Context: an optimization exercise on an open-source flow, tuned for small area. The choices shown serve that exercise and are no tape-out recipe. Only simulation tests tie the RTL to the original design; equivalence was not proved. Power and IR drop assume default switching activity.

--- design/flow/flow/run.sh ---
#!/bin/bash
# Standard layout, with the port buffers made from the smallest buffer cell.
set -euo pipefail
bash standard.sh BUFFER_PORTS_ARGS="-buffer_cell sky130_fd_sc_hd__buf_1" finish > flow.log 2>&1
--- design/flow/standard.sh ---
#!/bin/bash
# synth_recipe.tcl (not shown) runs the flow's synth.tcl, then flattens the netlist and writes it again
# the make line also repeats each setting of config.mk as NAME=value (left out here)
make -C /OpenROAD-flow-scripts/flow DESIGN_CONFIG=/design/flow/config.mk WORK_HOME=/design/flow/orfs CLKGATE_MAP_FILE= SYNTH_SCRIPT=/design/flow/synth_recipe.tcl "${@:-finish}"
--- design/flow/design.v ---
module fa (a, b, c, s, co);
input a, b, c;
output s, co;
assign s = a ^ b ^ c;
assign co = (a & b) | (a & c) | (b & c);
endmodule
module ha (a, b, s, co);
input a, b;
output s, co;
assign s = a ^ b;
assign co = a & b;
endmodule
module float_multiply (clk, reset, IN1, IN2, OUT);
input clk, reset;
input [31:0] IN1, IN2;
output [31:0] OUT;
reg [31:0] X1;
reg [31:0] X2;
reg [2:0]  stage;
reg [28:0] acc;     
reg [1:0]  cf;      
wire changed = (IN1 != X1) || (IN2 != X2);
wire st0 = (stage == 3'd0);
wire st7 = (stage == 3'd7);
wire [22:0] fa_m = (IN1[22:0] & {23{st0}}) | (X1[22:0] & {23{~st0}});
reg [4:0] win;
always @(*) begin
    case (stage)
        3'd0: win = {IN2[1:0], 3'b000};
        3'd1: win = X2[5:1];
        3'd2: win = X2[9:5];
        3'd3: win = X2[13:9];
        3'd4: win = X2[17:13];
        3'd5: win = X2[21:17];
        default: win = {3'b001, X2[22:21]};
    endcase
end
wire one0 = win[0] ^ win[1];
wire two0 = (win[2] & ~win[1] & ~win[0]) | (~win[2] & win[1] & win[0]);
wire neg0 = win[2] & ~(win[1] & win[0]);
wire one1 = win[2] ^ win[3];
wire two1 = (win[4] & ~win[3] & ~win[2]) | (~win[4] & win[3] & win[2]);
wire neg1 = win[4] & ~(win[3] & win[2]);
wire [23:0] m0 = {1'b1, X1[22:0]};
wire [23:0] m1 = {1'b1, fa_m};
wire [25:0] e0 = {neg0, {m0 ^ {24{neg0}}}, neg0};    
wire [25:0] e1 = {neg1, {m1 ^ {24{neg1}}}, neg1};
wire [24:0] pp0 = ({25{one0}} & e0[25:1]) | ({25{two0}} & e0[24:0]);
wire [24:0] pp1 = ({25{one1}} & e1[25:1]) | ({25{two1}} & e1[24:0]);
wire [24:0] A = acc[28:4] & {25{~st0}};
wire [1:0] cfg = cf & {2{~st0}};
wire nA24 = ~A[24];
wire nneg0 = ~neg0;
wire nneg1 = ~neg1;
wire npp1_24 = ~pp1[24];
wire fs0;
wire fc0;
wire fs1;
wire fc1;
wire fs2;
wire fc2;
wire fs3;
wire fc3;
wire fs4;
wire fc4;
wire fs5;
wire fc5;
wire fs6;
wire fc6;
wire fs7;
wire fc7;
wire fs8;
wire fc8;
wire fs9;
wire fc9;
wire fs10;
wire fc10;
wire fs11;
wire fc11;
wire fs12;
wire fc12;
wire fs13;
wire fc13;
wire fs14;
wire fc14;
wire fs15;
wire fc15;
wire hs0;
wire hc0;
wire fs16;
wire fc16;
wire fs17;
wire fc17;
wire hs1;
wire hc1;
wire fs18;
wire fc18;
wire fs19;
wire fc19;
wire hs2;
wire hc2;
wire fs20;
wire fc20;
wire fs21;
wire fc21;
wire hs3;
wire hc3;
wire fs22;
wire fc22;
wire fs23;
wire fc23;
wire fs24;
wire fc24;
wire fs25;
wire fc25;
wire fs26;
wire fc26;
wire fs27;
wire fc27;
wire fs28;
wire fc28;
wire fs29;
wire fc29;
wire fs30;
wire fc30;
wire fs31;
wire fc31;
wire fs32;
wire fc32;
wire fs33;
wire fc33;
wire hs4;
wire hc4;
wire fs34;
wire fc34;
wire fs35;
wire fc35;
wire hs5;
wire hc5;
wire fs36;
wire fc36;
wire fs37;
wire fc37;
wire hs6;
wire hc6;
wire fs38;
wire fc38;
wire fs39;
wire fc39;
wire hs7;
wire hc7;
wire fs40;
wire fc40;
wire fs41;
wire fc41;
wire fs42;
wire fc42;
wire fs43;
wire fc43;
wire fs44;
wire fc44;
wire fs45;
wire fc45;
wire fs46;
wire fc46;
wire fs47;
wire fc47;
wire fs48;
wire fc48;
wire fs49;
wire fc49;
wire fs50;
wire fc50;
wire fs51;
wire fc51;
fa u_fa0 (.a(A[0]), .b(neg0), .c(pp0[0]), .s(fs0), .co(fc0));
fa u_fa1 (.a(A[1]), .b(pp0[1]), .c(fc0), .s(fs1), .co(fc1));
fa u_fa2 (.a(A[2]), .b(neg1), .c(pp0[2]), .s(fs2), .co(fc2));
fa u_fa3 (.a(pp1[0]), .b(fs2), .c(fc1), .s(fs3), .co(fc3));
fa u_fa4 (.a(A[3]), .b(pp0[3]), .c(pp1[1]), .s(fs4), .co(fc4));
fa u_fa5 (.a(fc2), .b(fs4), .c(fc3), .s(fs5), .co(fc5));
fa u_fa6 (.a(A[4]), .b(pp0[4]), .c(pp1[2]), .s(fs6), .co(fc6));
fa u_fa7 (.a(fc4), .b(fs6), .c(fc5), .s(fs7), .co(fc7));
fa u_fa8 (.a(A[5]), .b(pp0[5]), .c(pp1[3]), .s(fs8), .co(fc8));
fa u_fa9 (.a(fc6), .b(fs8), .c(fc7), .s(fs9), .co(fc9));
fa u_fa10 (.a(A[6]), .b(pp0[6]), .c(pp1[4]), .s(fs10), .co(fc10));
fa u_fa11 (.a(fc8), .b(fs10), .c(fc9), .s(fs11), .co(fc11));
fa u_fa12 (.a(A[7]), .b(pp0[7]), .c(pp1[5]), .s(fs12), .co(fc12));
fa u_fa13 (.a(fc10), .b(fs12), .c(fc11), .s(fs13), .co(fc13));
fa u_fa14 (.a(A[8]), .b(cfg[0]), .c(pp0[8]), .s(fs14), .co(fc14));
fa u_fa15 (.a(pp1[6]), .b(fc12), .c(fs14), .s(fs15), .co(fc15));
ha u_ha0 (.a(fs15), .b(fc13), .s(hs0), .co(hc0));
fa u_fa16 (.a(A[9]), .b(pp0[9]), .c(pp1[7]), .s(fs16), .co(fc16));
fa u_fa17 (.a(fc14), .b(fs16), .c(fc15), .s(fs17), .co(fc17));
ha u_ha1 (.a(fs17), .b(hc0), .s(hs1), .co(hc1));
fa u_fa18 (.a(A[10]), .b(pp0[10]), .c(pp1[8]), .s(fs18), .co(fc18));
fa u_fa19 (.a(fc16), .b(fs18), .c(fc17), .s(fs19), .co(fc19));
ha u_ha2 (.a(fs19), .b(hc1), .s(hs2), .co(hc2));
fa u_fa20 (.a(A[11]), .b(pp0[11]), .c(pp1[9]), .s(fs20), .co(fc20));
fa u_fa21 (.a(fc18), .b(fs20), .c(fc19), .s(fs21), .co(fc21));
ha u_ha3 (.a(fs21), .b(hc2), .s(hs3), .co(hc3));
fa u_fa22 (.a(A[12]), .b(pp0[12]), .c(pp1[10]), .s(fs22), .co(fc22));
fa u_fa23 (.a(fc20), .b(fs22), .c(fc21), .s(fs23), .co(fc23));
fa u_fa24 (.a(A[13]), .b(pp0[13]), .c(pp1[11]), .s(fs24), .co(fc24));
fa u_fa25 (.a(fc22), .b(fs24), .c(fc23), .s(fs25), .co(fc25));
fa u_fa26 (.a(A[14]), .b(pp0[14]), .c(pp1[12]), .s(fs26), .co(fc26));
fa u_fa27 (.a(fc24), .b(fs26), .c(fc25), .s(fs27), .co(fc27));
fa u_fa28 (.a(A[15]), .b(pp0[15]), .c(pp1[13]), .s(fs28), .co(fc28));
fa u_fa29 (.a(fc26), .b(fs28), .c(fc27), .s(fs29), .co(fc29));
fa u_fa30 (.a(A[16]), .b(pp0[16]), .c(pp1[14]), .s(fs30), .co(fc30));
fa u_fa31 (.a(fc28), .b(fs30), .c(fc29), .s(fs31), .co(fc31));
fa u_fa32 (.a(A[17]), .b(cfg[1]), .c(pp0[17]), .s(fs32), .co(fc32));
fa u_fa33 (.a(pp1[15]), .b(fc30), .c(fs32), .s(fs33), .co(fc33));
ha u_ha4 (.a(fs33), .b(fc31), .s(hs4), .co(hc4));
fa u_fa34 (.a(A[18]), .b(pp0[18]), .c(pp1[16]), .s(fs34), .co(fc34));
fa u_fa35 (.a(fc32), .b(fs34), .c(fc33), .s(fs35), .co(fc35));
ha u_ha5 (.a(fs35), .b(hc4), .s(hs5), .co(hc5));
fa u_fa36 (.a(A[19]), .b(pp0[19]), .c(pp1[17]), .s(fs36), .co(fc36));
fa u_fa37 (.a(fc34), .b(fs36), .c(fc35), .s(fs37), .co(fc37));
ha u_ha6 (.a(fs37), .b(hc5), .s(hs6), .co(hc6));
fa u_fa38 (.a(A[20]), .b(pp0[20]), .c(pp1[18]), .s(fs38), .co(fc38));
fa u_fa39 (.a(fc36), .b(fs38), .c(fc37), .s(fs39), .co(fc39));
ha u_ha7 (.a(fs39), .b(hc6), .s(hs7), .co(hc7));
fa u_fa40 (.a(A[21]), .b(pp0[21]), .c(pp1[19]), .s(fs40), .co(fc40));
fa u_fa41 (.a(fc38), .b(fs40), .c(fc39), .s(fs41), .co(fc41));
fa u_fa42 (.a(A[22]), .b(pp0[22]), .c(pp1[20]), .s(fs42), .co(fc42));
fa u_fa43 (.a(fc40), .b(fs42), .c(fc41), .s(fs43), .co(fc43));
fa u_fa44 (.a(A[23]), .b(pp0[23]), .c(pp1[21]), .s(fs44), .co(fc44));
fa u_fa45 (.a(fc42), .b(fs44), .c(fc43), .s(fs45), .co(fc45));
fa u_fa46 (.a(A[24]), .b(pp0[24]), .c(pp1[22]), .s(fs46), .co(fc46));
fa u_fa47 (.a(fc44), .b(fs46), .c(fc45), .s(fs47), .co(fc47));
fa u_fa48 (.a(nA24), .b(nneg0), .c(pp1[23]), .s(fs48), .co(fc48));
fa u_fa49 (.a(fc46), .b(fs48), .c(fc47), .s(fs49), .co(fc49));
fa u_fa50 (.a(npp1_24), .b(fc48), .c(fc49), .s(fs50), .co(fc50));
fa u_fa51 (.a(nneg1), .b(pp1[24]), .c(fc50), .s(fs51), .co(fc51));
wire [28:0] sum = {
    ~(fc51),
    fs51,
    fs50,
    fs49,
    fs47,
    fs45,
    fs43,
    fs41,
    hs7,
    hs6,
    hs5,
    hs4,
    fs31,
    fs29,
    fs27,
    fs25,
    fs23,
    hs3,
    hs2,
    hs1,
    hs0,
    fs13,
    fs11,
    fs9,
    fs7,
    fs5,
    fs3,
    fs1,
    fs0};
wire [1:0] cf_n = {hc7, hc3};
always @(posedge clk) begin
    if (reset || (st7 && changed))
        stage <= 3'd0;
    else if (!st7)
        stage <= stage + 3'd1;
    X1 <= {X1[31:23], fa_m};
    if (st0) begin
        X1[31:23] <= IN1[31:23];
        X2 <= IN2;
    end
    if (!st7) begin
        acc <= sum;
        cf <= cf_n;
    end
end
wire tc_in12 = 1'b0;
wire tc_out12 = (acc[12] & cf[0]) | ((acc[12] | cf[0]) & tc_in12);
wire tc_in21 = tc_out12 & (&acc[20:13]);
wire tc_out21 = (acc[21] & cf[1]) | ((acc[21] | cf[1]) & tc_in21);
wire p47 = acc[25] ^ (tc_out21 & (&acc[24:22]));
wire np47 = ~p47;
wire [25:0] u;
wire [26:0] uc;
ha u_t0 (.a(acc[0]), .b(np47), .s(u[0]), .co(uc[1]));
fa u_t1 (.a(acc[1]), .b(p47), .c(uc[1]), .s(u[1]), .co(uc[2]));
ha u_t2 (.a(acc[2]), .b(uc[2]), .s(u[2]), .co(uc[3]));
ha u_t3 (.a(acc[3]), .b(uc[3]), .s(u[3]), .co(uc[4]));
ha u_t4 (.a(acc[4]), .b(uc[4]), .s(u[4]), .co(uc[5]));
ha u_t5 (.a(acc[5]), .b(uc[5]), .s(u[5]), .co(uc[6]));
ha u_t6 (.a(acc[6]), .b(uc[6]), .s(u[6]), .co(uc[7]));
ha u_t7 (.a(acc[7]), .b(uc[7]), .s(u[7]), .co(uc[8]));
ha u_t8 (.a(acc[8]), .b(uc[8]), .s(u[8]), .co(uc[9]));
ha u_t9 (.a(acc[9]), .b(uc[9]), .s(u[9]), .co(uc[10]));
ha u_t10 (.a(acc[10]), .b(uc[10]), .s(u[10]), .co(uc[11]));
ha u_t11 (.a(acc[11]), .b(uc[11]), .s(u[11]), .co(uc[12]));
fa u_t12 (.a(acc[12]), .b(cf[0]), .c(uc[12]), .s(u[12]), .co(uc[13]));
ha u_t13 (.a(acc[13]), .b(uc[13]), .s(u[13]), .co(uc[14]));
ha u_t14 (.a(acc[14]), .b(uc[14]), .s(u[14]), .co(uc[15]));
ha u_t15 (.a(acc[15]), .b(uc[15]), .s(u[15]), .co(uc[16]));
ha u_t16 (.a(acc[16]), .b(uc[16]), .s(u[16]), .co(uc[17]));
ha u_t17 (.a(acc[17]), .b(uc[17]), .s(u[17]), .co(uc[18]));
ha u_t18 (.a(acc[18]), .b(uc[18]), .s(u[18]), .co(uc[19]));
ha u_t19 (.a(acc[19]), .b(uc[19]), .s(u[19]), .co(uc[20]));
ha u_t20 (.a(acc[20]), .b(uc[20]), .s(u[20]), .co(uc[21]));
fa u_t21 (.a(acc[21]), .b(cf[1]), .c(uc[21]), .s(u[21]), .co(uc[22]));
ha u_t22 (.a(acc[22]), .b(uc[22]), .s(u[22]), .co(uc[23]));
ha u_t23 (.a(acc[23]), .b(uc[23]), .s(u[23]), .co(uc[24]));
ha u_t24 (.a(acc[24]), .b(uc[24]), .s(u[24]), .co(uc[25]));
ha u_t25 (.a(acc[25]), .b(uc[25]), .s(u[25]), .co(uc[26]));
wire [22:0] frac = p47 ? u[24:2] : u[23:1];
wire [7:0] ex = X1[30:23];
wire [7:0] ey = X2[30:23];
wire [7:0] es;
wire [8:0] ec;
assign ec[0] = p47;
fa u_e0 (.a(ex[0]), .b(ey[0]), .c(ec[0]), .s(es[0]), .co(ec[1]));
fa u_e1 (.a(ex[1]), .b(ey[1]), .c(ec[1]), .s(es[1]), .co(ec[2]));
fa u_e2 (.a(ex[2]), .b(ey[2]), .c(ec[2]), .s(es[2]), .co(ec[3]));
fa u_e3 (.a(ex[3]), .b(ey[3]), .c(ec[3]), .s(es[3]), .co(ec[4]));
fa u_e4 (.a(ex[4]), .b(ey[4]), .c(ec[4]), .s(es[4]), .co(ec[5]));
fa u_e5 (.a(ex[5]), .b(ey[5]), .c(ec[5]), .s(es[5]), .co(ec[6]));
fa u_e6 (.a(ex[6]), .b(ey[6]), .c(ec[6]), .s(es[6]), .co(ec[7]));
fa u_e7 (.a(ex[7]), .b(ey[7]), .c(ec[7]), .s(es[7]), .co(ec[8]));
wire [7:0] ei;
wire [8:0] eic;
assign eic[0] = 1'b1;
ha u_ei0 (.a(es[0]), .b(eic[0]), .s(ei[0]), .co(eic[1]));
ha u_ei1 (.a(es[1]), .b(eic[1]), .s(ei[1]), .co(eic[2]));
ha u_ei2 (.a(es[2]), .b(eic[2]), .s(ei[2]), .co(eic[3]));
ha u_ei3 (.a(es[3]), .b(eic[3]), .s(ei[3]), .co(eic[4]));
ha u_ei4 (.a(es[4]), .b(eic[4]), .s(ei[4]), .co(eic[5]));
ha u_ei5 (.a(es[5]), .b(eic[5]), .s(ei[5]), .co(eic[6]));
ha u_ei6 (.a(es[6]), .b(eic[6]), .s(ei[6]), .co(eic[7]));
ha u_ei7 (.a(es[7]), .b(eic[7]), .s(ei[7]), .co(eic[8]));
wire [7:0] expo = {~ei[7], ei[6:0]};
wire zero = (X1[30:0] == 31'd0) || (X2[30:0] == 31'd0);
assign OUT = (st7 && !zero) ? {X1[31] ^ X2[31], expo, frac} : 32'd0;
endmodule
--- design/flow/constraint.sdc ---
create_clock -name core_clock -period 10.0 [get_ports {clk}]
set_input_delay 2.0000 -clock core_clock [delete_from_list [all_inputs] [get_ports {clk}]]
set_output_delay 2.0000 -clock core_clock [all_outputs]
set_load 0.01 [all_outputs]
--- design/flow/config.mk ---
export PLATFORM = sky130hd
export DESIGN_NAME = float_multiply
export DESIGN_NICKNAME = float_multiply
export VERILOG_FILES = /design/flow/design.v
export SDC_FILE = /design/flow/constraint.sdc
export NUM_CORES = 4
export LEC_CHECK = 0
export CAP_MARGIN = 20
export CORE_MARGIN = 2
export CORE_UTILIZATION = 50
export CTS_BUF_LIST = sky130_fd_sc_hd__clkbuf_16
export CTS_CLUSTER_SIZE = 50
export SLEW_MARGIN = 20
export SYNTH_HIERARCHICAL = 1
==> results of run 1 <==
[final timing paths]
path                    to  cells after the start
hold reg to reg   stage[1]                      2
setup reg to reg   acc[20]                     24
hold / removal    stage[1]                      2
setup / recovery   OUT[22]                     32
[modules after synthesis (local to each module, per instance)]
module / copies in the design / flops+latches
ha: 38 / 0
fa: 63 / 0
float_multiply: 1 / 98
[area by class of cell]
cell class	instances	area, sq um
Timing Repair Buffer	103	409
Multi-Input combinational cell	486	4750
Inverter	15	57.6
Sequential cell	98	2680
Fill cell	1349	6640
Clock inverter	7	86.3
Clock buffer	9	225
Tap cell	188	235
[state kept, by name (all words and copies together) (netlist names)]
register  count
acc          29
cf            2
X2           32
X1           32
stage         3
[layer usage]
| metal | vias up | global-route usage | part of all wire |
|---|---|---|---|
| met1 | 2598 | 0.315 | 0.44 |
| met4 | 0 | 0.0899 | 0.026 |
| met5 | - | 0 | 0 |
| met3 | 25 | 0.0267 | 0.032 |
| li1 | 2454 | - | - |
| met2 | 132 | 0.422 | 0.50 |
[power breakdown]
part	internal, uW	switching (uW)	leakage [uW]
registers	681	109	0.000953
logic	695	812	0.00228
clock network	217	160	0.000148
total	1590	1080	0.00338
[critical path, delay by kind of cell (launching register included)]
kind,cells,cell delay (ns)
XOR/XNOR,1,0.21
adder cells (fa/ha/maj),24,5.14
buffers and inverters,2,0.34
flip-flops,1,0.45
multiplexers,1,0.13
AND/OR/NAND/NOR,4,0.60
[cells in the final DEF, fill, tap and decap left out, types with 24 or more instances in the layout]
master     n
ha_1      46
nor2b_1   26
mux2_2    24
xnor2_1   26
buf_1     97
mux2i_1   27
xor2_1    85
nor2_1    36
fa_1      63
dfxtp_1   26
edfxtp_1  72
nor4_1    34
[through the flow]
step | cells | power, uW | area [sq um]
5_1_grt | 906 | 2930 | 8450
3_5_place_dp | 890 | 2320 | 8140
2_1_floorplan | 626 | 1900 | 7650
6_report | 906 | 2670 | 8450
3_3_place_gp | 890 | 2280 | 8140
4_1_cts | 906 | 2700 | 8450
[cells by family (layout without fill, tap and decap cells)]
logic type | after synthesis | after routing | share of synthesized area
AND/OR/NAND/NOR | 141 | 141 | 0.102
XOR/XNOR | 112 | 112 | 0.128
adder cells (fa/ha/maj) | 109 | 109 | 0.240
flip-flops | 98 | 98 | 0.350
AO/OA/AOI/OAI | 70 | 70 | 0.0745
multiplexers | 53 | 53 | 0.0740
buffers and inverters | 42 | 134 | 0.0302
other | 1 | 1 | 0.000490
==> flow_summary.toml, run 1 <==
[routing]
dr.pass1.iters = 4
wl_per_cell_um = 20.9
vias_per_cell = 5.75
wirelength_um = 18900
vias = 5209
ant_nets = 0
route.detailed.drc = 0
drt_iter0_markers = 269

[clock_network]
clock_latency_ns = 0.36
clkTransAtPathRegs_ns = 0.07
cts_sinks = 98
clockBufferDepth = 2
cts_resized = 0
root_buffer = "clkbuf_16"
post_cts_buffers = 0
htreeDepth = 3
hold_buffers = 0
cts_buffers = 9
cts_tree = "done"

[synthesis]
synthArstFlopShare = 0
netlist_area_sq_um = 7650
synth_edf_count = 72
synth-seq-area-share = 0.350
postSynthAreaPerCell_sq_um = 12.2
synthDominantCellAreaShare = 0.282
synthCells = 626
synth.distinct_cells = 52
ys_top_cells_by_count = "xor2_1 (86), edfxtp_1 (72), fa_1 (63)"
ys_ff_latch = 98
synth.most_common_cell = "xor2_1"
syn_nets = 801
ys_top_cells_by_area = "edfxtp_1 (28%), fa_1 (16%), xor2_1 (9.8%)"
synth_ff_type = "edfxtp_1"
yosysTopAreaCell = "edfxtp_1"
yosys_warnings = 7

[layout]
drive_gt1_frac = 0.104
diodes = 0
fin_nets = 888
final_core_util = 0.560
area_growth_pct = 10.3

[critical_path]
startpoint_type = "flop"
r2r-start = "stage[2]"
crit_fanout = 3
cp_slowest_stage_delay_ns = 0.45
crit_start = "acc[18]"
cp_data_arrival_time_ns = 7.24
cp_slowest_cell = "edfxtp_1"
cp.required_ns = 8.00
crit_type = "flop to output pin"
end_kind = "output pin"
critPathMostFrequentCell = "ha_1"
rrSetupSlack_ns = 1.34

[power_and_ir_drop]
leakagePower_uw = 0.00338
peakVddDrop_mv = 0.106
powerDensity_nw_per_um2 = 316

[floorplanning]
initial_core_util = 0.507
die_h_um = 128
die_area_sq_um = 16300
num_io_pins = 98
core_region_area_sq_um = 15100
die_x_um = 128
placementRows = 45

[grt]
antenna_found_initial = 0
grt_max_degree = 60
grt_usage = 0.243
grt_overflow_total = 0
grt_pass1_vias = 5414
grt_pass1_wl_um = 29800

[sta]
tns_ns = 0
slew_headroom = 0.351
fmax_mhz = 108
worstMarginPinSlew_ns = 0.971
finalSetupViolCount = 0
rsz0062_at_grt = "no"
slew_violations = 0
whs_ns = 0.535
skew_ns = 0.0102
min_period_over_period = 0.924
period_minus_slack_ns = 9.24
hold_viol = 0
fin_ws_ns = 0.761

[placed_design]
io_buffers = 97
hpwl_um = 15400
pre_cts_ws_ns = 0.687
place_congestion = 0.903

[flow_run]
cap_violations = 0

[worst_hold_path]
min_from = "stage[1]"
hold_path.class = "flop to flop"

[run_status]
status = "timing/DRC/antenna clean"
==> inputs of run 2 (changes only) <==
--- a/design/flow/config.mk
+++ b/design/flow/config.mk
@@ -10,4 +10,4 @@
 export CORE_UTILIZATION = 50
-export CTS_BUF_LIST = sky130_fd_sc_hd__clkbuf_16
-export CTS_CLUSTER_SIZE = 50
+export CTS_BUF_LIST = sky130_fd_sc_hd__clkbuf_8
+export CTS_CLUSTER_SIZE = 30
 export SLEW_MARGIN = 20
==> run 2 against run 1 <==
Utilization down 0.67 points. Clock skew up 0.0052 ns. Power is 3.5% lower. Sequential power about the same. Worst setup slack lost 0.046 ns. Global-route usage about the same. Design area decreased by 1.2%. Via count down 0.31%. Maximum frequency down 0.49%. Still clean on timing, DRC and antenna.
==> flow_summary.toml, run 2 <==
[synthesis]
synthCells = 626
synth-seq-area-share = 0.350
postSynthAreaPerCell_sq_um = 12.2
synthDominantCellAreaShare = 0.282
yosys_warnings = 7
synthArstFlopShare = 0
ys_top_cells_by_count = "xor2_1 (86), edfxtp_1 (72), fa_1 (63)"
yosysTopAreaCell = "edfxtp_1"
synth.distinct_cells = 52
syn_nets = 801
synth_edf_count = 72
ys_ff_latch = 98
synth_ff_type = "edfxtp_1"
synth.most_common_cell = "xor2_1"
ys_top_cells_by_area = "edfxtp_1 (28%), fa_1 (16%), xor2_1 (9.8%)"
netlist_area_sq_um = 7650

[layout]
seqCellArea_sq_um = 2680
multi_input_area_sq_um = 4750
largestRegisters = "X1: 32 flops, X2: 32 flops, acc: 29 flops"
drive_gt1_frac = 0.104
fill_cells = 1364
area_growth_pct = 9.02
fin_nets = 888
layout_common_cells = "buf_1 (97), xor2_1 (85), edfxtp_1 (72), fa_1 (63), ha_1 (46)"
final_common_cell = "buf_1"
diodes = 0

[sta]
slew_headroom = 0.351
min_period_over_period = 0.928
period_minus_slack_ns = 9.28
fmax_mhz = 108
rsz0062_at_grt = "no"
whs_ns = 0.538
finalSetupViolCount = 0
skew_ns = 0.0154
fin_ws_ns = 0.716
tns_ns = 0
hold_viol = 0
slew_violations = 0
worstMarginPinSlew_ns = 0.971

[power_and_ir_drop]
peakVddDrop_mv = 0.105
powerDensity_nw_per_um2 = 309
p_total_uw = 2580
leakagePower_uw = 0.00334

[critical_path]
crit_family = "adder cells"
critPathMostFrequentCell = "ha_1"
ff2ff_path_depth = 24
startpoint_type = "flop"
end_kind = "output pin"
worst-path-buf-inv = 2
crit_fanout = 3
crit_type = "flop to output pin"
cp.required_ns = 8.00
cp_data_arrival_time_ns = 7.28
cp_slowest_stage_delay_ns = 0.47
cp_slowest_cell = "edfxtp_1"
cp.depth = 32

[flow_run]
cap_violations = 0

[clock_network]
cts_sinks = 98
post_cts_buffers = 0
clkTransAtPathRegs_ns = 0.09
clockBufferDepth = 2
hold_buffers = 0
htreeDepth = 3
cts_tree = "done"
cts_resized = 0
root_buffer = "clkbuf_8"
cts_buffers = 9
clock_latency_ns = 0.40

[placed_design]
pre_cts_ws_ns = 0.687
io_buffers = 97
place_congestion = 0.903
hpwl_um = 15400

[grt]
grt_pass1_wl_um = 29800
grt_usage = 0.243
gr-usage-met2 = 0.425
use_met3 = 0.0355
antenna_found_initial = 0
grt_pass1_vias = 5378
gr-usage-met1 = 0.316
grt-busiest-layer = "met2"
grt_max_degree = 60
grt_overflow_total = 0

[floorplanning]
die_h_um = 128
placementRows = 45
core_region_area_sq_um = 15100
num_io_pins = 98
initial_core_util = 0.507
die_area_sq_um = 16300
die_x_um = 128

[routing]
ant_nets = 0
wl_per_cell_um = 20.8
dr.pass1.iters = 4
wirelength_um = 18900
vias = 5193
drt_iter0_markers = 266
route.detailed.drc = 0
vias_per_cell = 5.73

[worst_hold_path]
hold_path.class = "flop to flop"
holdPathStages = 2

[run_status]
status = "timing/DRC/antenna clean"
run 2: cells by family after synthesis:
group / synth area share
AND/OR/NAND/NOR: 0.102
XOR/XNOR: 0.128
adder cells (fa/ha/maj): 0.240
flip-flops: 0.350
AO/OA/AOI/OAI: 0.0745
multiplexers: 0.0740
buffers and inverters: 0.0302
other: 0.000490
run 2: metrics by stage:
step	instance area (sq um)	utilization	cells
6_report	8350	0.553	906
5_1_grt	8350	0.553	906
4_1_cts	8350	0.553	906
3_3_place_gp	8140	0.539	890
2_1_floorplan	7650	-	626
3_5_place_dp	8140	0.539	890
run 2: layer usage:
layer	routed length, um	vias up	share of wire
met5	0	-	0
met4	406	0	0.021
met3	710	21	0.038
met2	9540	126	0.51
met1	8230	2590	0.44
li1	-	2456	-
run 2: worst register-to-register path, delay by kind of cell, from the launching register on:
family / cells / cell delay [ns]
simple gates: 4 / 1.14
xor+xnor: 1 / 0.42
fa+ha+maj: 16 / 5.40
buf+inv: 2 / 0.58
flops: 1 / 0.70
compound gates: 1 / 0.19
run 2: report_power, final:
part | switching (uW) | internal [uW] | leakage [uW]
clock | 149 | 138 | 0.000102
sequential | 109 | 680 | 0.000953
combinational | 809 | 694 | 0.00228
run 2: worst paths after layout:
kind | start | endpoint | slack (ns)
worst min-delay path | stage[1] | stage[1] | 0.54
worst min register to register | stage[1] | stage[1] | 0.54
worst max register to register | stage[2] | acc[20] | 1.34
worst max-delay path | acc[18] | OUT[22] | 0.72
run 2: layout make-up:
type                       count  area share
clock buffer                   9      0.0148
clock inverter                 7      0.0103
inverter                      15     0.00690
multi-input combinational    486       0.569
sequential                    98       0.321
tap                          188      0.0282
timing repair buffer         103      0.0490
run 2: modules after synthesis, one instance, submodules excluded:
module          copies in the design  flip-flops and latches  cells inside
float_multiply                     1                      98           525
fa                                63                       0             1
ha                                38                       0             1
==> inputs of run 3 (changes only) <==
--- a/design/flow/config.mk
+++ b/design/flow/config.mk
@@ -11,3 +11,2 @@
 export CTS_BUF_LIST = sky130_fd_sc_hd__clkbuf_8
-export CTS_CLUSTER_SIZE = 30
 export SLEW_MARGIN = 20
==> run 3 against run 2 <==
Still clean on timing, DRC and antenna. First-iteration DRC count is the same. Flip-flop and latch count is the same. Worst setup slack is the same. Global-route usage is the same. Register-to-register slack is essentially flat. Critical endpoint unchanged. Largest power group unchanged. Highest routed layer unchanged.
==> flow_summary.toml, run 3 <==
[clock_network]
post_cts_buffers = 0
cts_buffers = 9
cts_tree = "done"
htreeDepth = 3
root_buffer = "clkbuf_8"
cts_sinks = 98
hold_buffers = 0
clkTransAtPathRegs_ns = 0.09
clockBufferDepth = 2
cts_resized = 0
clock_latency_ns = 0.40

[synthesis]
ys_ff_latch = 98
ys_top_cells_by_count = "xor2_1 (86), edfxtp_1 (72), fa_1 (63)"
synthCells = 626
synth.distinct_cells = 52
syn_nets = 801
synth.most_common_cell = "xor2_1"
ys_top_cells_by_area = "edfxtp_1 (28%), fa_1 (16%), xor2_1 (9.8%)"
synth_ff_type = "edfxtp_1"
postSynthAreaPerCell_sq_um = 12.2
synth_edf_count = 72
synthArstFlopShare = 0
yosys_warnings = 7
synth-seq-area-share = 0.350
yosysTopAreaCell = "edfxtp_1"
netlist_area_sq_um = 7650
synthDominantCellAreaShare = 0.282

[critical_path]
cp_data_arrival_time_ns = 7.28
crit_end = "OUT[22]"
cp_slowest_stage_delay_ns = 0.47
r2r-start = "stage[2]"
rrSetupSlack_ns = 1.34
worstReg2RegEnd = "acc[20]"
cp.required_ns = 8.00
worst-path-buf-inv = 2
crit_start = "acc[18]"
cp_slowest_cell = "edfxtp_1"
crit_type = "flop to output pin"
ff2ff_path_depth = 24
cp.depth = 32
critPathMostFrequentCell = "ha_1"
crit_family = "adder cells"
startpoint_type = "flop"
crit_fanout = 3
end_kind = "output pin"

[routing]
dr.pass1.iters = 4
vias = 5193
ant_nets = 0
drt_iter0_markers = 266
route.detailed.drc = 0
wl_per_cell_um = 20.8
wirelength_um = 18900
vias_per_cell = 5.73

[grt]
grt_usage = 0.243
use_met3 = 0.0355
antenna_found_initial = 0
grt-busiest-layer = "met2"
gr-usage-met1 = 0.316
grt_max_degree = 60
grt_overflow_total = 0
grt_pass1_wl_um = 29800
grt_pass1_vias = 5378
gr-usage-met2 = 0.425

[sta]
fmax_mhz = 108
period_minus_slack_ns = 9.28
finalSetupViolCount = 0
tns_ns = 0
rsz0062_at_grt = "no"
slew_headroom = 0.351
min_period_over_period = 0.928
skew_ns = 0.0154
whs_ns = 0.538
worstMarginPinSlew_ns = 0.971
hold_viol = 0
slew_violations = 0

[layout]
fill_cells = 1364
layout_common_cells = "buf_1 (97), xor2_1 (85), edfxtp_1 (72), fa_1 (63), ha_1 (46)"
area_growth_pct = 9.02
fin_nets = 888
diodes = 0
final_common_cell = "buf_1"
largestRegisters = "X1: 32 flops, X2: 32 flops, acc: 29 flops"
fin_area_sq_um = 8350
drive_gt1_frac = 0.104

[floorplanning]
core_region_area_sq_um = 15100
placementRows = 45
die_x_um = 128
die_area_sq_um = 16300
die_h_um = 128
initial_core_util = 0.507
num_io_pins = 98

[power_and_ir_drop]
leakagePower_uw = 0.00334
powerDensity_nw_per_um2 = 309
peakVddDrop_mv = 0.105

[placed_design]
place_congestion = 0.903
dpl_cell_area_sq_um = 8140
io_buffers = 97
hpwl_um = 15400

[worst_hold_path]
holdPathStages = 2
min_from = "stage[1]"
hold_path.class = "flop to flop"

[run_status]
status = "timing/DRC/antenna clean"

[flow_run]
cap_violations = 0
[run 3: cell counts in the layout (fill, tap and decap cells not counted)]
No cell type changed its count.
[run 3: metrics by stage]
step / utilization / setup WS (ns) / instances / total power [uW]
after floorplan: - / 1.25 / 626 / 1900
after global placement: 0.539 / 0.850 / 890 / 2280
after detailed placement: 0.539 / 0.687 / 890 / 2320
after CTS: 0.553 / 0.653 / 906 / 2610
after global routing: 0.553 / 0.274 / 906 / 2850
final: 0.553 / 0.716 / 906 / 2580
[run 3: worst min-delay path by stage]
stage	slack (ns)	to
final	0.54	stage[1]
after global placement	0.51	stage[1]
after global routing	0.58	stage[1]
after floorplan	0.49	stage[1]
after CTS	0.54	stage[1]
after detailed placement	0.52	stage[1]
[run 3: per-module statistics from Yosys, one instance, submodules excluded]
module,copies in the design,cell area (sq um),cells inside,flops+latches
float_multiply,1,5920,525,98
fa,63,20.0,1,0
ha,38,12.5,1,0
[run 3: per-layer routing]
metal / vias up / part of all wire
met2: 126 / 0.51
li1: 2456 / -
met3: 21 / 0.038
met4: 0 / 0.021
met5: - / 0
met1: 2590 / 0.44
[run 3: logic make-up after synthesis]
kind of cell	share of synthesized area
AO/OA/AOI/OAI	0.0745
adder cells (fa/ha/maj)	0.240
buffers and inverters	0.0302
AND/OR/NAND/NOR	0.102
other	0.000490
multiplexers	0.0740
flip-flops	0.350
XOR/XNOR	0.128
[run 3: power by group]
| group | internal, uW | switching (uW) | total (uW) |
|---|---|---|---|
| clock | 138 | 149 | 287 |
| sequential | 680 | 109 | 789 |
| combinational | 694 | 809 | 1500 |
| total | 1510 | 1070 | 2580 |
[run 3: area by class of cell]
class                           count  area [sq um]  area share
Multi-Input combinational cell    486          4750       0.569
Inverter                           15          57.6     0.00690
Clock buffer                        9           124      0.0148
Clock inverter                      7          86.3      0.0103
Tap cell                          188           235      0.0282
Timing Repair Buffer              103           409      0.0490
Sequential cell                    98          2680       0.321
[run 3: tightest hold or removal path, delay by kind of cell, from the launching register on]
| family | cells | cell delay [ns] |
|---|---|---|
| and+or+nand+nor | 1 | 0.09 |
| AOI/OAI and AO/OA | 1 | 0.06 |
| DFF | 1 | 0.35 |
==> inputs of run 4 (changes only) <==
==> design/flow/flow/run.sh (replaced) <==
#!/bin/bash
# Standard layout, with the port buffers made from the smallest buffer cell
# and no dummy loads added to the clock tree.
set -euo pipefail
bash standard.sh \
  BUFFER_PORTS_ARGS="-buffer_cell sky130_fd_sc_hd__buf_1" \
  CTS_ARGS="-sink_clustering_enable -repair_clock_nets -buf_list sky130_fd_sc_hd__clkbuf_8 -dont_use_dummy_load" \
  finish > flow.log 2>&1
==> run 4 against run 3 <==
Sequential power about the same. Area after synthesis unchanged. Synthesized cell count unchanged. Clock power down 25%. Combinational power about the same. Cell count down 0.77%. Die area unchanged. First-iteration DRC count up 7.9%. Routed wire length about the same. Via count about the same. Clock skew up 0.0025 ns. Critical path type unchanged. Largest power group unchanged.
==> flow_summary.toml, run 4 <==
[run_status]
status = "timing/DRC/antenna clean"

[critical_path]
r2r-start = "stage[2]"
startpoint_type = "flop"
cp_slowest_stage_delay_ns = 0.46
cp.required_ns = 8.00
crit_type = "flop to output pin"
cp_slowest_cell = "edfxtp_1"
critPathMostFrequentCell = "ha_1"
crit_family = "adder cells"
cp.depth = 32
end_kind = "output pin"
crit_fanout = 3
cp_data_arrival_time_ns = 7.27
ff2ff_path_depth = 24
rrSetupSlack_ns = 1.35
worstReg2RegEnd = "acc[20]"
worst-path-buf-inv = 2

[clock_network]
cts_sinks = 98
clkTransAtPathRegs_ns = 0.10
htreeDepth = 3
clock_latency_ns = 0.38
cts_tree = "done"
cts_resized = 0
root_buffer = "clkbuf_8"
hold_buffers = 0
clockBufferDepth = 2
post_cts_buffers = 0
cts_buffers = 9

[layout]
fill_cells = 1372
multi_input_area_sq_um = 4750
layout_common_cells = "buf_1 (97), xor2_1 (85), edfxtp_1 (72), fa_1 (63), ha_1 (46)"
seqCellArea_sq_um = 2680
area_growth_pct = 7.89
drive_gt1_frac = 0.0999
final_common_cell = "buf_1"
diodes = 0
largestRegisters = "X1: 32 flops, X2: 32 flops, acc: 29 flops"
fin_nets = 888
final_core_util = 0.547

[synthesis]
synth.most_common_cell = "xor2_1"
synth_simple_gate_area_share = 0.102
synth_edf_count = 72
yosysTopAreaCell = "edfxtp_1"
synth.distinct_cells = 52
postSynthAreaPerCell_sq_um = 12.2
synthCells = 626
synthXorXnorAreaFrac = 0.128
synthDominantCellAreaShare = 0.282
netlist_area_sq_um = 7650
synthArstFlopShare = 0
syn_nets = 801
yosys_warnings = 7
synth_top_family_by_area = "adder cells"
ys_ff_latch = 98
synth-seq-area-share = 0.350
ys_top_cells_by_area = "edfxtp_1 (28%), fa_1 (16%), xor2_1 (9.8%)"
synth_ff_type = "edfxtp_1"
ys_top_cells_by_count = "xor2_1 (86), edfxtp_1 (72), fa_1 (63)"
synth_mux_area_frac = 0.0740
synth_compound_area_frac = 0.0745
synthAdderAreaFrac = 0.240

[worst_hold_path]
min_from = "stage[1]"
holdPathStages = 2
min_to = "stage[1]"
hold_path.class = "flop to flop"

[sta]
fmax_mhz = 108
slew_headroom = 0.352
slew_violations = 0
rsz0062_at_grt = "no"
fin_ws_ns = 0.732
period_minus_slack_ns = 9.27
tns_ns = 0
worstMarginPinSlew_ns = 0.970
hold_viol = 0
finalSetupViolCount = 0
min_period_over_period = 0.927
skew_ns = 0.0179

[power_and_ir_drop]
swShare = 0.419
pwr-share-comb = 0.600
powerDensity_nw_per_um2 = 304
peakVddDrop_mv = 0.106
clkPwrFrac = 0.086
seqPwrFrac = 0.315
power.internal_uw = 1460
power_switching_uw = 1050
leakagePower_uw = 0.00330

[floorplanning]
initial_core_util = 0.507
die_x_um = 128
num_io_pins = 98
placementRows = 45
die_h_um = 128
core_region_area_sq_um = 15100
die_area_sq_um = 16300

[routing]
vias = 5191
wl_per_cell_um = 21.0
wl_met3_um = 716
ant_nets = 0
wirelength_um = 18900
dr.pass1.iters = 4
vias_per_cell = 5.77
wl_met1_um = 8290
drt_iter0_markers = 287
route.detailed.drc = 0
top_layer_used = "met4"
met2_wirelength_um = 9470

[placed_design]
hpwl_um = 15400
pre_cts_ws_ns = 0.687
place_congestion = 0.903
io_buffers = 97

[grt]
grt_max_degree = 60
grt_overflow_total = 0
grt_pass1_vias = 5384
antenna_found_initial = 0
grt_pass1_wl_um = 29800
grt_usage = 0.243

[flow_run]
cap_violations = 0
==> run 4: cell count changes in the layout (fill, tap and decap cells not counted), sizes merged <==
cell      before  now
clkinv         3    1
bufinv         2    0
inv           15   14
clkinvlp       2    0
==> run 4: through the flow <==
| stage | hold slack, ns | cells | cell area, sq um | power (uW) |
|---|---|---|---|---|
| floorplan | 0.490 | 626 | 7650 | 1900 |
| global placement | 0.513 | 890 | 8140 | 2280 |
| detailed placement | 0.525 | 890 | 8140 | 2320 |
| CTS | 0.535 | 899 | 8260 | 2540 |
| global route | 0.579 | 899 | 8260 | 2770 |
| finish | 0.535 | 899 | 8260 | 2510 |
==> run 4: worst max-delay path by stage <==
stage          slack, ns    start       to
4_1_cts             0.66  acc[18]  OUT[22]
6_report            0.73  acc[18]  OUT[22]
3_3_place_gp        0.85   IN2[0]  acc[27]
2_1_floorplan       1.25    cf[0]  OUT[22]
3_5_place_dp        0.69   IN2[0]  acc[20]
5_1_grt             0.27  acc[18]  OUT[22]
==> run 4: cell type report <==
| type | count | area share |
|---|---|---|
| inverters | 15 | 0.00697 |
| multi-input cells | 486 | 0.575 |
| well taps | 188 | 0.0285 |
| flip-flops and latches | 98 | 0.325 |
| clock buffers | 9 | 0.0150 |
| repair buffers | 103 | 0.0495 |
==> run 4: worst min-delay path, cell delays in order, from the launching register on <==
cell	delay (ns)
dfxtp_1	0.34
nand3_1	0.09
a21oi_1	0.06
==> run 4: kinds of logic (layout without fill, tap and decap cells) <==
logic type / Yosys count / count (layout)
and+or+nand+nor: 141 / 141
xor gates and xnor gates: 112 / 112
buffers and inverters: 42 / 127
other: 1 / 1
muxes: 53 / 53
adders and majority gates: 109 / 109
AOI/OAI and AO/OA: 70 / 70
DFF: 98 / 98
==> run 4: modules after synthesis, one instance, submodules excluded <==
module / cell area, sq um / flip-flops and latches
fa: 20.0 / 0
float_multiply: 5920 / 98
ha: 12.5 / 0
==> run 4: routing by layer <==
layer  GRT usage  vias up
met2       0.421      140
li1            -     2450
met1       0.316     2581
met5           0        -
met4      0.0737        0
met3      0.0367       20
==> run 4: power by group through the flow <==
stage / Combinational [uW] / Clock (uW) / Sequential (uW)
finish: 1500 / 215 / 789
CTS: 1530 / 220 / 791
floorplan: 1140 / 0 / 757
detailed placement: 1520 / 0 / 798
global placement: 1480 / 0 / 797
global route: 1730 / 233 / 807
==> inputs of run 5 (changes only) <==
--- a/design/flow/design.v
+++ b/design/flow/design.v
@@ -20,3 +20,3 @@
 reg [28:0] acc;     
-reg [1:0]  cf;      
+reg [0:0]  cf;      
 wire changed = (IN1 != X1) || (IN2 != X2);
@@ -50,3 +50,3 @@
 wire [24:0] A = acc[28:4] & {25{~st0}};
-wire [1:0] cfg = cf & {2{~st0}};
+wire [0:0] cfg = cf & {1{~st0}};
 wire nA24 = ~A[24];
@@ -87,4 +87,2 @@
 wire fc15;
-wire hs0;
-wire hc0;
 wire fs16;
@@ -93,4 +91,2 @@
 wire fc17;
-wire hs1;
-wire hc1;
 wire fs18;
@@ -99,4 +95,2 @@
 wire fc19;
-wire hs2;
-wire hc2;
 wire fs20;
@@ -105,4 +99,2 @@
 wire fc21;
-wire hs3;
-wire hc3;
 wire fs22;
@@ -119,2 +111,4 @@
 wire fc27;
+wire hs0;
+wire hc0;
 wire fs28;
@@ -123,2 +117,4 @@
 wire fc29;
+wire hs1;
+wire hc1;
 wire fs30;
@@ -127,2 +123,4 @@
 wire fc31;
+wire hs2;
+wire hc2;
 wire fs32;
@@ -131,4 +129,4 @@
 wire fc33;
-wire hs4;
-wire hc4;
+wire hs3;
+wire hc3;
 wire fs34;
@@ -137,4 +135,2 @@
 wire fc35;
-wire hs5;
-wire hc5;
 wire fs36;
@@ -143,4 +139,2 @@
 wire fc37;
-wire hs6;
-wire hc6;
 wire fs38;
@@ -149,4 +143,2 @@
 wire fc39;
-wire hs7;
-wire hc7;
 wire fs40;
@@ -189,14 +181,10 @@
 fa u_fa13 (.a(fc10), .b(fs12), .c(fc11), .s(fs13), .co(fc13));
-fa u_fa14 (.a(A[8]), .b(cfg[0]), .c(pp0[8]), .s(fs14), .co(fc14));
-fa u_fa15 (.a(pp1[6]), .b(fc12), .c(fs14), .s(fs15), .co(fc15));
-ha u_ha0 (.a(fs15), .b(fc13), .s(hs0), .co(hc0));
+fa u_fa14 (.a(A[8]), .b(pp0[8]), .c(pp1[6]), .s(fs14), .co(fc14));
+fa u_fa15 (.a(fc12), .b(fs14), .c(fc13), .s(fs15), .co(fc15));
 fa u_fa16 (.a(A[9]), .b(pp0[9]), .c(pp1[7]), .s(fs16), .co(fc16));
 fa u_fa17 (.a(fc14), .b(fs16), .c(fc15), .s(fs17), .co(fc17));
-ha u_ha1 (.a(fs17), .b(hc0), .s(hs1), .co(hc1));
 fa u_fa18 (.a(A[10]), .b(pp0[10]), .c(pp1[8]), .s(fs18), .co(fc18));
 fa u_fa19 (.a(fc16), .b(fs18), .c(fc17), .s(fs19), .co(fc19));
-ha u_ha2 (.a(fs19), .b(hc1), .s(hs2), .co(hc2));
 fa u_fa20 (.a(A[11]), .b(pp0[11]), .c(pp1[9]), .s(fs20), .co(fc20));
 fa u_fa21 (.a(fc18), .b(fs20), .c(fc19), .s(fs21), .co(fc21));
-ha u_ha3 (.a(fs21), .b(hc2), .s(hs3), .co(hc3));
 fa u_fa22 (.a(A[12]), .b(pp0[12]), .c(pp1[10]), .s(fs22), .co(fc22));
@@ -205,20 +193,20 @@
 fa u_fa25 (.a(fc22), .b(fs24), .c(fc23), .s(fs25), .co(fc25));
-fa u_fa26 (.a(A[14]), .b(pp0[14]), .c(pp1[12]), .s(fs26), .co(fc26));
-fa u_fa27 (.a(fc24), .b(fs26), .c(fc25), .s(fs27), .co(fc27));
+fa u_fa26 (.a(A[14]), .b(cfg[0]), .c(pp0[14]), .s(fs26), .co(fc26));
+fa u_fa27 (.a(pp1[12]), .b(fc24), .c(fs26), .s(fs27), .co(fc27));
+ha u_ha0 (.a(fs27), .b(fc25), .s(hs0), .co(hc0));
 fa u_fa28 (.a(A[15]), .b(pp0[15]), .c(pp1[13]), .s(fs28), .co(fc28));
 fa u_fa29 (.a(fc26), .b(fs28), .c(fc27), .s(fs29), .co(fc29));
+ha u_ha1 (.a(fs29), .b(hc0), .s(hs1), .co(hc1));
 fa u_fa30 (.a(A[16]), .b(pp0[16]), .c(pp1[14]), .s(fs30), .co(fc30));
 fa u_fa31 (.a(fc28), .b(fs30), .c(fc29), .s(fs31), .co(fc31));
-fa u_fa32 (.a(A[17]), .b(cfg[1]), .c(pp0[17]), .s(fs32), .co(fc32));
-fa u_fa33 (.a(pp1[15]), .b(fc30), .c(fs32), .s(fs33), .co(fc33));
-ha u_ha4 (.a(fs33), .b(fc31), .s(hs4), .co(hc4));
+ha u_ha2 (.a(fs31), .b(hc1), .s(hs2), .co(hc2));
+fa u_fa32 (.a(A[17]), .b(pp0[17]), .c(pp1[15]), .s(fs32), .co(fc32));
+fa u_fa33 (.a(fc30), .b(fs32), .c(fc31), .s(fs33), .co(fc33));
+ha u_ha3 (.a(fs33), .b(hc2), .s(hs3), .co(hc3));
 fa u_fa34 (.a(A[18]), .b(pp0[18]), .c(pp1[16]), .s(fs34), .co(fc34));
 fa u_fa35 (.a(fc32), .b(fs34), .c(fc33), .s(fs35), .co(fc35));
-ha u_ha5 (.a(fs35), .b(hc4), .s(hs5), .co(hc5));
 fa u_fa36 (.a(A[19]), .b(pp0[19]), .c(pp1[17]), .s(fs36), .co(fc36));
 fa u_fa37 (.a(fc34), .b(fs36), .c(fc35), .s(fs37), .co(fc37));
-ha u_ha6 (.a(fs37), .b(hc5), .s(hs6), .co(hc6));
 fa u_fa38 (.a(A[20]), .b(pp0[20]), .c(pp1[18]), .s(fs38), .co(fc38));
 fa u_fa39 (.a(fc36), .b(fs38), .c(fc37), .s(fs39), .co(fc39));
-ha u_ha7 (.a(fs39), .b(hc6), .s(hs7), .co(hc7));
 fa u_fa40 (.a(A[21]), .b(pp0[21]), .c(pp1[19]), .s(fs40), .co(fc40));
@@ -244,11 +232,5 @@
     fs41,
-    hs7,
-    hs6,
-    hs5,
-    hs4,
-    fs31,
-    fs29,
-    fs27,
-    fs25,
-    fs23,
+    fs39,
+    fs37,
+    fs35,
     hs3,
@@ -257,2 +239,8 @@
     hs0,
+    fs25,
+    fs23,
+    fs21,
+    fs19,
+    fs17,
+    fs15,
     fs13,
@@ -265,3 +253,3 @@
     fs0};
-wire [1:0] cf_n = {hc7, hc3};
+wire [0:0] cf_n = {hc3};
 always @(posedge clk) begin
@@ -281,7 +269,5 @@
 end
-wire tc_in12 = 1'b0;
-wire tc_out12 = (acc[12] & cf[0]) | ((acc[12] | cf[0]) & tc_in12);
-wire tc_in21 = tc_out12 & (&acc[20:13]);
-wire tc_out21 = (acc[21] & cf[1]) | ((acc[21] | cf[1]) & tc_in21);
-wire p47 = acc[25] ^ (tc_out21 & (&acc[24:22]));
+wire tc_in18 = 1'b0;
+wire tc_out18 = (acc[18] & cf[0]) | ((acc[18] | cf[0]) & tc_in18);
+wire p47 = acc[25] ^ (tc_out18 & (&acc[24:19]));
 wire np47 = ~p47;
@@ -301,3 +287,3 @@
 ha u_t11 (.a(acc[11]), .b(uc[11]), .s(u[11]), .co(uc[12]));
-fa u_t12 (.a(acc[12]), .b(cf[0]), .c(uc[12]), .s(u[12]), .co(uc[13]));
+ha u_t12 (.a(acc[12]), .b(uc[12]), .s(u[12]), .co(uc[13]));
 ha u_t13 (.a(acc[13]), .b(uc[13]), .s(u[13]), .co(uc[14]));
@@ -307,6 +293,6 @@
 ha u_t17 (.a(acc[17]), .b(uc[17]), .s(u[17]), .co(uc[18]));
-ha u_t18 (.a(acc[18]), .b(uc[18]), .s(u[18]), .co(uc[19]));
+fa u_t18 (.a(acc[18]), .b(cf[0]), .c(uc[18]), .s(u[18]), .co(uc[19]));
 ha u_t19 (.a(acc[19]), .b(uc[19]), .s(u[19]), .co(uc[20]));
 ha u_t20 (.a(acc[20]), .b(uc[20]), .s(u[20]), .co(uc[21]));
-fa u_t21 (.a(acc[21]), .b(cf[1]), .c(uc[21]), .s(u[21]), .co(uc[22]));
+ha u_t21 (.a(acc[21]), .b(uc[21]), .s(u[21]), .co(uc[22]));
 ha u_t22 (.a(acc[22]), .b(uc[22]), .s(u[22]), .co(uc[23]));
==> design/flow/flow/run.sh (replaced) <==
#!/bin/bash
set -euo pipefail
bash standard.sh \
  BUFFER_PORTS_ARGS="-buffer_cell sky130_fd_sc_hd__buf_1" \
  CTS_ARGS="-sink_clustering_enable -repair_clock_nets -buf_list {sky130_fd_sc_hd__clkbuf_4 sky130_fd_sc_hd__clkbuf_8} -dont_use_dummy_load" \
  finish > flow.log 2>&1
==> run 5 against run 4 <==
Power shrank 1.2%. Utilization increased by 1.1 points. Maximum frequency down 1.7%. Worst setup slack worse by 0.16 ns. Synthesized cell count fell by 2.4%. Register-to-register slack worse by 0.78 ns. Flip-flop and latch count is 1 lower. Non-clock buffer count up 5. Hold slack better by 0.018 ns. Die area is 1.9% lower. Critical path type is now flop to flop. Highest routed layer unchanged.
==> flow_summary.toml, run 5 <==
[sta]
finalSetupViolCount = 0
tns_ns = 0
min_period_over_period = 0.943
period_minus_slack_ns = 9.43
skew_ns = 0.0294
fin_ws_ns = 0.569
slew_headroom = 0.321
fmax_mhz = 106
hold_viol = 0
worstMarginPinSlew_ns = 1.02
rsz0062_at_grt = "no"
slew_violations = 0

[placed_design]
dp.cells = 874
place_congestion = 0.903
pre_cts_ws_ns = 0.348
hpwl_um = 15000
io_buffers = 97

[layout]
multi_input_area_sq_um = 4650
fill_cells = 1275
instances_no_fill = 883
largestRegisters = "X1: 32 flops, X2: 32 flops, acc: 29 flops"
drive_gt1_frac = 0.0830
area_growth_pct = 8.58
fin_nets = 872
layout_common_cells = "buf_1 (97), xor2_1 (86), edfxtp_1 (71), fa_1 (62), ha_1 (43)"
final_common_cell = "buf_1"
diodes = 0
seqCellArea_sq_um = 2650

[synthesis]
synth_edf_count = 71
yosys_warnings = 7
synthCells = 611
ys_top_cells_by_area = "edfxtp_1 (28%), fa_1 (17%), xor2_1 (10%)"
ys_ff_latch = 97
ys_top_cells_by_count = "xor2_1 (86), edfxtp_1 (71), fa_1 (62)"
synth-seq-area-share = 0.353
yosysTopAreaCell = "edfxtp_1"
synthDominantCellAreaShare = 0.284
synth.distinct_cells = 53
netlist_area_sq_um = 7510
syn_nets = 782
postSynthAreaPerCell_sq_um = 12.3
synthArstFlopShare = 0
synth_ff_type = "edfxtp_1"
synth.most_common_cell = "xor2_1"

[grt]
grt_max_degree = 38
antenna_found_initial = 0
grt_pass1_vias = 5289
grt_overflow_total = 0
grt_pass1_wl_um = 29500
grt_usage = 0.245

[clock_network]
htreeDepth = 3
post_cts_buffers = 0
cts_buffers = 9
root_buffer = "clkbuf_8"
clock_latency_ns = 0.39
cts_resized = 0
cts_sinks = 97
cts_tree = "done"
hold_buffers = 0
clockBufferDepth = 2
clkTransAtPathRegs_ns = 0.09

[critical_path]
crit_fanout = 25
worst-path-buf-inv = 2
end_kind = "flop"
startpoint_type = "flop"
critPathMostFrequentCell = "fa_1"
cp_slowest_stage_delay_ns = 0.48
cp_data_arrival_time_ns = 9.57
cp_slowest_cell = "ha_1"
ff2ff_path_depth = 28
cp.required_ns = 10.14
cp.depth = 28
crit_type = "flop to flop"
crit_family = "adder cells"

[floorplanning]
initial_core_util = 0.515
core_region_area_sq_um = 14600
num_io_pins = 98
placementRows = 44
die_area_sq_um = 16000
die_h_um = 127
die_x_um = 127

[power_and_ir_drop]
clkPwrFrac = 0.087
pwr-share-comb = 0.602
power_switching_uw = 1040
leakagePower_uw = 0.00325
swShare = 0.419
powerDensity_nw_per_um2 = 304
seqPwrFrac = 0.311
peakVddDrop_mv = 0.219
power.internal_uw = 1440
p_total_uw = 2480

[worst_hold_path]
hold_path.class = "flop to flop"
holdPathStages = 2

[routing]
wirelength_um = 18800
ant_nets = 0
vias_per_cell = 5.84
wl_per_cell_um = 21.3
route.detailed.drc = 0
vias = 5153
dr.pass1.iters = 5
drt_iter0_markers = 354

[flow_run]
cap_violations = 0

[run_status]
status = "timing/DRC/antenna clean"
## run 5: cell type report
type	instances	share of cell area
clock buffer	9	0.0152
multi-input combinational	472	0.570
tap	184	0.0282
sequential	97	0.325
inverter	13	0.00629
timing repair buffer	108	0.0548
## run 5: tightest hold or removal path, cell delays in order, from the launching register on
cell	delay, ns
dfxtp_1	0.35
nand3_1	0.10
a21oi_1	0.06
## run 5: power by group through the flow
stage          logic [uW]  registers (uW)  clock network (uW)
3_5_place_dp         1500             778                   0
4_1_cts              1510             771                 219
2_1_floorplan        1100             741                   0
6_report             1490             770                 216
3_3_place_gp         1470             778                   0
5_1_grt              1700             785                 233
## run 5: final timing paths
path                  from        to  slack, ns
setup / recovery  stage[0]   acc[17]       0.57
hold / removal    stage[1]  stage[1]       0.55
setup reg to reg  stage[0]   acc[17]       0.57
hold reg to reg   stage[1]  stage[1]       0.55
## run 5: kinds of logic after synthesis
kind of cell / Yosys count / synth area share
AND/OR/NAND/NOR: 128 / 0.0968
multiplexers: 53 / 0.0773
flip-flops: 97 / 0.353
XOR/XNOR: 113 / 0.132
adder cells (fa/ha/maj): 105 / 0.237
AO/OA/AOI/OAI: 72 / 0.0743
buffers and inverters: 42 / 0.0288
other: 1 / 0.000500
## run 5: per-stage QoR
step / utilization / area [sq um] / hold slack [ns]
after floorplan: - / 7510 / 0.490
after global placement: 0.550 / 8030 / 0.515
after detailed placement: 0.550 / 8030 / 0.547
after CTS: 0.559 / 8150 / 0.561
after global routing: 0.559 / 8150 / 0.583
final: 0.559 / 8150 / 0.552
## run 5: layer usage
| layer | up-vias | share of wire | wire length [um] | GRT usage |
|---|---|---|---|---|
| met5 | - | 0 | 0 | 0 |
| met4 | 0 | 0.014 | 261 | 0.0608 |
| met3 | 16 | 0.065 | 1230 | 0.0536 |
| met2 | 155 | 0.45 | 8550 | 0.375 |
| met1 | 2592 | 0.47 | 8770 | 0.357 |
| li1 | 2390 | - | - | - |
## run 5: modules after synthesis (local to each module, per instance)
| module | cells | flops+latches |
|---|---|---|
| float_multiply | 514 | 97 |
| fa | 1 | 0 |
| ha | 1 | 0 |
==> inputs of run 6 (changes only) <==
==> design/flow/flow/run.sh (replaced) <==
#!/bin/bash
set -euo pipefail
bash standard.sh \
  BUFFER_PORTS_ARGS="-buffer_cell sky130_fd_sc_hd__buf_1" \
  CTS_ARGS="-sink_clustering_enable -repair_clock_nets -root_buf sky130_fd_sc_hd__clkbuf_8 -buf_list sky130_fd_sc_hd__clkbuf_4 -sink_clustering_size 10 -dont_use_dummy_load" \
  finish > flow.log 2>&1
==> run 6 against run 5 <==
Hold slack did not move. Worst setup slack did not move. Non-clock buffer count did not move. Combinational power barely moved. Utilization did not move. Critical path type unchanged. Maximum frequency did not move. Clock skew did not move. Flip-flop and latch count did not move. Cell count did not move. Global-route usage did not move. Design area did not move.
==> flow_summary.toml, run 6 <==
[run_status]
status = "timing/DRC/antenna clean"

[synthesis]
synth-seq-area-share = 0.353
synth_edf_count = 71
netlist_area_sq_um = 7510
synthArstFlopShare = 0
synth_simple_gate_area_share = 0.0968
syn_nets = 782
synth.distinct_cells = 53
synth_mux_area_frac = 0.0773
ys_ff_latch = 97
synthAdderAreaFrac = 0.237
synthXorXnorAreaFrac = 0.132
synth_top_family_by_area = "adder cells"
postSynthAreaPerCell_sq_um = 12.3
yosys_warnings = 7
ys_top_cells_by_count = "xor2_1 (86), edfxtp_1 (71), fa_1 (62)"
synth_ff_type = "edfxtp_1"
synth_compound_area_frac = 0.0743
synth.most_common_cell = "xor2_1"
yosysTopAreaCell = "edfxtp_1"
synthDominantCellAreaShare = 0.284
synthCells = 611
ys_top_cells_by_area = "edfxtp_1 (28%), fa_1 (17%), xor2_1 (10%)"

[placed_design]
pre_cts_ws_ns = 0.348
io_buffers = 97
place_congestion = 0.903
hpwl_um = 15000
dpl_cell_area_sq_um = 8030

[clock_network]
cts_resized = 0
post_cts_buffers = 0
htreeDepth = 3
cts_tree = "done"
clockBufferDepth = 2
clkTransAtPathRegs_ns = 0.09
hold_buffers = 0
clock_latency_ns = 0.39
cts_buffers = 9
cts_sinks = 97
root_buffer = "clkbuf_8"

[sta]
whs_ns = 0.552
rsz0062_at_grt = "no"
fin_ws_ns = 0.569
worstMarginPinSlew_ns = 1.02
fmax_mhz = 106
hold_viol = 0
tns_ns = 0
min_period_over_period = 0.943
slew_violations = 0
period_minus_slack_ns = 9.43
finalSetupViolCount = 0
skew_ns = 0.0294
slew_headroom = 0.321

[grt]
antenna_found_initial = 0
grt_overflow_total = 0
grt_pass1_wl_um = 29500
grt_usage = 0.245
grt_pass1_vias = 5289
grt_max_degree = 38

[critical_path]
cp_slowest_cell = "ha_1"
worstReg2RegEnd = "acc[17]"
ff2ff_path_depth = 28
worst-path-buf-inv = 2
cp.required_ns = 10.14
rrSetupSlack_ns = 0.57
crit_fanout = 25
cp_data_arrival_time_ns = 9.57
cp_slowest_stage_delay_ns = 0.48
startpoint_type = "flop"
r2r-start = "stage[0]"
end_kind = "flop"
crit_family = "adder cells"
critPathMostFrequentCell = "fa_1"
crit_type = "flop to flop"

[routing]
wl_per_cell_um = 21.3
vias_per_cell = 5.84
ant_nets = 0
vias = 5153
drt_iter0_markers = 354
wirelength_um = 18800
route.detailed.drc = 0
dr.pass1.iters = 5

[power_and_ir_drop]
seqPwrFrac = 0.311
peakVddDrop_mv = 0.219
power_switching_uw = 1040
clkPwrFrac = 0.087
swShare = 0.419
powerDensity_nw_per_um2 = 304
leakagePower_uw = 0.00325
power.internal_uw = 1440
pwr-share-comb = 0.602

[layout]
final_common_cell = "buf_1"
area_growth_pct = 8.58
layout_common_cells = "buf_1 (97), xor2_1 (86), edfxtp_1 (71), fa_1 (62), ha_1 (43)"
final_core_util = 0.559
fin_nets = 872
diodes = 0
fin_area_sq_um = 8150
largestRegisters = "X1: 32 flops, X2: 32 flops, acc: 29 flops"
drive_gt1_frac = 0.0830

[worst_hold_path]
min_from = "stage[1]"
holdPathStages = 2
min_to = "stage[1]"
hold_path.class = "flop to flop"

[floorplanning]
die_h_um = 127
die_area_sq_um = 16000
die_x_um = 127
num_io_pins = 98
placementRows = 44
initial_core_util = 0.515
core_region_area_sq_um = 14600

[flow_run]
cap_violations = 0
run 6: cell counts after synthesis:
No cell type changed its count.
run 6: cell type report:
class | count | area (sq um)
Inverter | 13 | 51.3
Multi-Input combinational cell | 472 | 4650
Timing Repair Buffer | 108 | 447
Sequential cell | 97 | 2650
Clock buffer | 9 | 124
Fill cell | 1275 | 6440
Tap cell | 184 | 230
run 6: worst max path at each step:
stage | slack (ns) | depth (start not counted) | startpoint | to
finish | 0.57 | 28 | stage[0] | acc[17]
global route | 0.16 | 28 | stage[1] | acc[17]
CTS | 0.55 | 27 | stage[0] | acc[17]
detailed placement | 0.35 | 23 | IN2[0] | acc[27]
global placement | 0.43 | 23 | IN2[0] | acc[27]
floorplan | 0.60 | 23 | IN2[0] | acc[27]
run 6: layer usage:
layer | track usage | vias up | part of all wire
met5 | 0 | - | 0
met3 | 0.0536 | 16 | 0.065
met2 | 0.375 | 155 | 0.45
li1 | - | 2390 | -
met1 | 0.357 | 2592 | 0.47
met4 | 0.0608 | 0 | 0.014
run 6: cells by family (layout without fill, tap and decap cells):
kind of cell               Yosys count  in the layout
xor gates and xnor gates           113            113
other                                1              1
DFF                                 97             97
buffers and inverters               42            130
muxes                               53             53
adders and majority gates          105            105
AOI/OAI and AO/OA                   72             72
and+or+nand+nor                    128            128
run 6: tightest hold or removal path: cells and delay by family (launching register included):
kind	cells	cell delay, ns
compound gates	1	0.06
flops	1	0.35
simple gates	1	0.10
run 6: modules after synthesis, one instance, submodules excluded:
| module | cell area (sq um) | copies in the design | cells |
|---|---|---|---|
| fa | 20.0 | 62 | 1 |
| float_multiply | 5830 | 1 | 514 |
| ha | 12.5 | 35 | 1 |
run 6: per-stage QoR:
| step | total power [uW] | instances |
|---|---|---|
| final | 2480 | 883 |
| after global routing | 2720 | 883 |
| after CTS | 2500 | 883 |
| after detailed placement | 2280 | 874 |
| after global placement | 2250 | 874 |
| after floorplan | 1840 | 611 |
run 6: power by group through the flow:
| stage | combinational [uW] | clock [uW] | sequential (uW) |
|---|---|---|---|
| 3_3_place_gp | 1470 | 0 | 778 |
| 6_report | 1490 | 216 | 770 |
| 5_1_grt | 1700 | 233 | 785 |
| 3_5_place_dp | 1500 | 0 | 778 |
| 2_1_floorplan | 1100 | 0 | 741 |
| 4_1_cts | 1510 | 219 | 771 |

## what the ideal ports hide
In the flow no input, the clock included, has a driving cell. The finished layouts below were timed again as built, in two steps.
Step 1, drivers: a clkbuf_16 drives clk and a buf_2 each remaining input, both assumed.
Step 2, shift: input delay + t, output delay - t, t = (earliest + latest rising clock arrival at the registers) / 2. This alone moves slack from input paths to output paths.
a / b / c = ideal / step 1 / step 2; a / b = the first two.
run	t, ns	setup slack, ns	worst hold slack (ns)	worst slew at a driven data input, ns	pins driven straight from the clock port
run 1	0.391	0.761 / 0.723 / 0.685	0.535 / 0.535 / 0.535	0.04	1
run 2	0.426	0.716 / 0.681 / 0.698	0.538 / 0.538 / 0.538	0.04	1
run 3	0.426	0.716 / 0.681 / 0.698	0.538 / 0.538 / 0.538	0.04	1
run 4	0.408	0.732 / 0.698 / 0.703	0.535 / 0.535 / 0.535	0.04	1
run 5	0.413	0.569 / 0.569 / 0.296	0.552 / 0.552 / 0.552	0.04	1
run 6	0.413	0.569 / 0.569 / 0.296	0.552 / 0.552 / 0.552	0.04	1
After both steps every run listed still meets setup and hold.
